This design comes from an exercise in tuning for small area on the open sky130 flow, not from production work. Only simulation tests tie the RTL to the original design; equivalence was not proved.

## try-maple
==> flow/design.v (excerpt) <==
module multiply_matrix
(
    input clk,
    input load,
	input load_w,
	input [159:0] c,
    input [63:0] a,
	input [63:0] b,
    output logic [159:0] out
);
==> flow/config.mk <==
export PLATFORM = sky130hd
export DESIGN_NAME = multiply_matrix
export DESIGN_NICKNAME = multiply_matrix
export VERILOG_FILES = /design/flow/design.v
export SDC_FILE = /design/flow/constraint.sdc
export NUM_CORES = 8
export LEC_CHECK = 0
export CAP_MARGIN = 5
export CORE_MARGIN = 2
export CORE_UTILIZATION = 60
export CTS_BUF_LIST = sky130_fd_sc_hd__clkbuf_8 sky130_fd_sc_hd__clkbuf_16
export CTS_CLUSTER_DIAMETER = 60
export CTS_CLUSTER_SIZE = 20
export PLACE_DENSITY = 0.72
export SLEW_MARGIN = 5
export SYNTH_HIERARCHICAL = 1
==> flow/constraint.sdc <==
create_clock -name core_clock -period 5.0 [get_ports {clk}]
set_input_delay 1.0000 -clock core_clock [delete_from_list [all_inputs] [get_ports {clk}]]
set_output_delay 1.0000 -clock core_clock [all_outputs]
set_load 0.01 [all_outputs]
standard.sh (not shown) runs the stock make flow with config.mk's settings and CLKGATE_MAP_FILE= SYNTH_SCRIPT=/design/flow/synth_recipe.tcl, a recipe that flattens the netlist after the stock synthesis.
==> flow/flow/run.sh <==
#!/bin/bash
# Layout: the standard flow (standard.sh, unchanged synthesis and steps),
# with the input and output port buffers made of sky130_fd_sc_hd__buf_1 and
# clock tree synthesis without dummy loads and with larger sink clusters.
set -euo pipefail
export BUFFER_PORTS_ARGS="-buffer_cell sky130_fd_sc_hd__buf_1"
export CTS_ARGS="-sink_clustering_enable -repair_clock_nets -dont_use_dummy_load -sink_clustering_size 30 -sink_clustering_max_diameter 80 -buf_list sky130_fd_sc_hd__clkbuf_16"
bash standard.sh > standard_flow.log 2>&1
Here is what was changed in the inputs of try-amber compared with try-maple.
Settings: changing CAP_MARGIN from 5 to 20; changing CORE_UTILIZATION from 60 to 66; changing PLACE_DENSITY from 0.72 to 0.78; changing SLEW_MARGIN from 5 to 20.
--- outcome ---
met2 capacity usage during global routing ends up lower on try-maple.
The post-route worst setup slack in try-amber sits 0.17 ns above the value recorded for try-maple.
Detailed-route wire length sits higher in try-amber than in try-maple.
try-maple → try-amber: non-filler instance count after layout now smaller; global-route usage now larger; endpoint required time on the critical path now smaller; cell count along the critical path comparable; area added between synthesis and finish comparable.
try-maple was routed with fewer vias than try-amber.
Edits applied to the flow inputs when going from try-amber to try-indigo:
Settings: swapping 0.78 for 0.72 in PLACE_DENSITY; putting GPL_TIMING_DRIVEN at 0 where nothing was set; swapping 66 for 60 in CORE_UTILIZATION.
--- outcome ---
- try-indigo -> stages 100% | layout checks FAIL | negative setup slack
- Looking at number of buffers inserted during clock tree synthesis, try-indigo sits 3 lower than try-amber does.
- Per the comparison of try-indigo with try-amber, area added between synthesis and finish now larger, sequential fraction of total cell area now smaller.
- Per the comparison of try-indigo with try-amber, post-DP HPWL rose by 40,000 um, setup slack of the critical path after layout saw a decrease, required time of the worst setup path has increased.
- try-amber → try-indigo: met1 usage in global routing now smaller, latest clock arrival within the worst-skew pair climbed 0.02 ns, global routing met3 resource utilization lower.

multiply_matrix again, from the RTL that the note above started with.
export LEC_CHECK = 0
export CAP_MARGIN = 20
export CORE_MARGIN = 2
export CORE_UTILIZATION = 60
export CTS_BUF_LIST = sky130_fd_sc_hd__clkbuf_8 sky130_fd_sc_hd__clkbuf_16
export CTS_CLUSTER_DIAMETER = 60
export CTS_CLUSTER_SIZE = 20
export PLACE_DENSITY = 0.72
export SLEW_MARGIN = 20
export SYNTH_HIERARCHICAL = 1
export TNS_END_PERCENT = 10
create_clock -name core_clock -period 5.0 [get_ports {clk}]
==> flow/flow/run.sh <==
#!/bin/bash
# Layout: the standard flow (standard.sh, unchanged synthesis and steps),
# with the input and output port buffers made of sky130_fd_sc_hd__buf_1 and
# clock tree synthesis without dummy loads and with larger sink clusters.
set -euo pipefail
export BUFFER_PORTS_ARGS="-buffer_cell sky130_fd_sc_hd__buf_1"
export CTS_ARGS="-sink_clustering_enable -repair_clock_nets -dont_use_dummy_load -sink_clustering_size 30 -sink_clustering_max_diameter 90 -buf_list sky130_fd_sc_hd__clkbuf_16"
bash standard.sh > standard_flow.log 2>&1
The starting point completed with no timing, DRC or antenna violations.
Next try:
==> flow/flow/run.sh (replaced) <==
#!/bin/bash
# Layout: the standard flow (standard.sh, unchanged synthesis and steps),
# with the input and output port buffers made of sky130_fd_sc_hd__buf_1 and
# clock tree synthesis without dummy loads and with larger sink clusters.
set -euo pipefail
export BUFFER_PORTS_ARGS="-buffer_cell sky130_fd_sc_hd__buf_1"
export CTS_ARGS="-sink_clustering_enable -repair_clock_nets -dont_use_dummy_load -sink_clustering_size 30 -sink_clustering_max_diameter 80 -buf_list sky130_fd_sc_hd__clkbuf_16"
bash standard.sh > standard_flow.log 2>&1
- PLACE_DENSITY: 0.72 -> 0.8
- TNS_END_PERCENT: 10 -> unset
Synthesized cell count is unchanged. Utilization goes up by 0.39 points. First-iteration DRC count goes up by 0.81%. Hold slack improves by 0.026 ns. Clock skew goes up by 0.012 ns.
Next try:
==> flow/flow/run.sh (replaced) <==
#!/bin/bash
# Layout: the standard flow (standard.sh, unchanged synthesis and steps),
# with the input and output port buffers made of sky130_fd_sc_hd__buf_1.
set -euo pipefail
export BUFFER_PORTS_ARGS="-buffer_cell sky130_fd_sc_hd__buf_1"
bash standard.sh > standard_flow.log 2>&1
- PLACE_DENSITY: 0.8 -> 0.72
Result: Hold slack stays flat. Worst setup slack got worse by 0.13 ns. Die area stays the same. Critical path depth is unchanged. Design area grows by 1.4%. Non-clock buffer count went down by 63. Wire length is lower by 0.95%. Count of clock-buffer cells in the layout is higher by 48.
Next try:
==> flow/flow/run.sh (replaced) <==
#!/bin/bash
# Layout: the standard flow (standard.sh, unchanged synthesis and steps),
# with the input and output port buffers made of sky130_fd_sc_hd__buf_1 and
# clock tree synthesis without dummy loads and with larger sink clusters.
set -euo pipefail
export BUFFER_PORTS_ARGS="-buffer_cell sky130_fd_sc_hd__buf_1"
export CTS_ARGS="-sink_clustering_enable -repair_clock_nets -dont_use_dummy_load -sink_clustering_size 30 -sink_clustering_max_diameter 80 -buf_list sky130_fd_sc_hd__clkbuf_16"
bash standard.sh > standard_flow.log 2>&1
What happened: Via count shrinks by 0.67%; synthesized cell count is unchanged; final cell count went down by 1.3%; maximum frequency is higher by 1.0%; non-clock buffer count stays the same; worst setup slack gains 0.051 ns; sequential cell count does not change; wire length goes down by 0.46%.

==> static timing again, ports no longer ideal <==
Ports are ideal in the flow. The routed layouts listed here were re-timed in OpenROAD. Step 1 (the two cells are an assumption about what drives the block):
set clk [get_ports {clk}]
set_driving_cell -lib_cell sky130_fd_sc_hd__clkbuf_16 $clk
set_driving_cell -lib_cell sky130_fd_sc_hd__buf_2 [delete_from_list [all_inputs] $clk]
Step 2 moves the port delays by t, midway between the first and last clock arrival at a register: inputs arrive t later, outputs are due t later. That takes back most of the time a late clock gives input paths. Three values: ideal ports, drivers, drivers and shift; two values: the first two.
run | t, ns | setup WS [ns] | worst hold slack (ns)
try-maple | 0.974 | 0.109 / 0.109 / 0.109 | 0.248 / 0.161 / 0.378
try-amber | 0.928 | 0.275 / 0.275 / 0.275 | 0.306 / 0.222 / 0.357
try-indigo | 0.950 | -0.190 / -0.190 / -0.589 | 0.256 / 0.173 / 0.386
the first run of note 2 | 1.016 | 0.136 / 0.135 / 0.135 | 0.207 / 0.124 / 0.348
the second run of note 2 | 0.982 | 0.189 / 0.189 / 0.189 | 0.233 / 0.151 / 0.363
the third run of note 2 | 1.015 | 0.058 / 0.058 / 0.058 | 0.234 / 0.147 / 0.413
the fourth run of note 2 | 0.974 | 0.109 / 0.109 / 0.109 | 0.248 / 0.161 / 0.378
For try-indigo, which loses most, drivers alone change the setup slack by 0.000 ns; drivers and shift together by -0.399 ns.
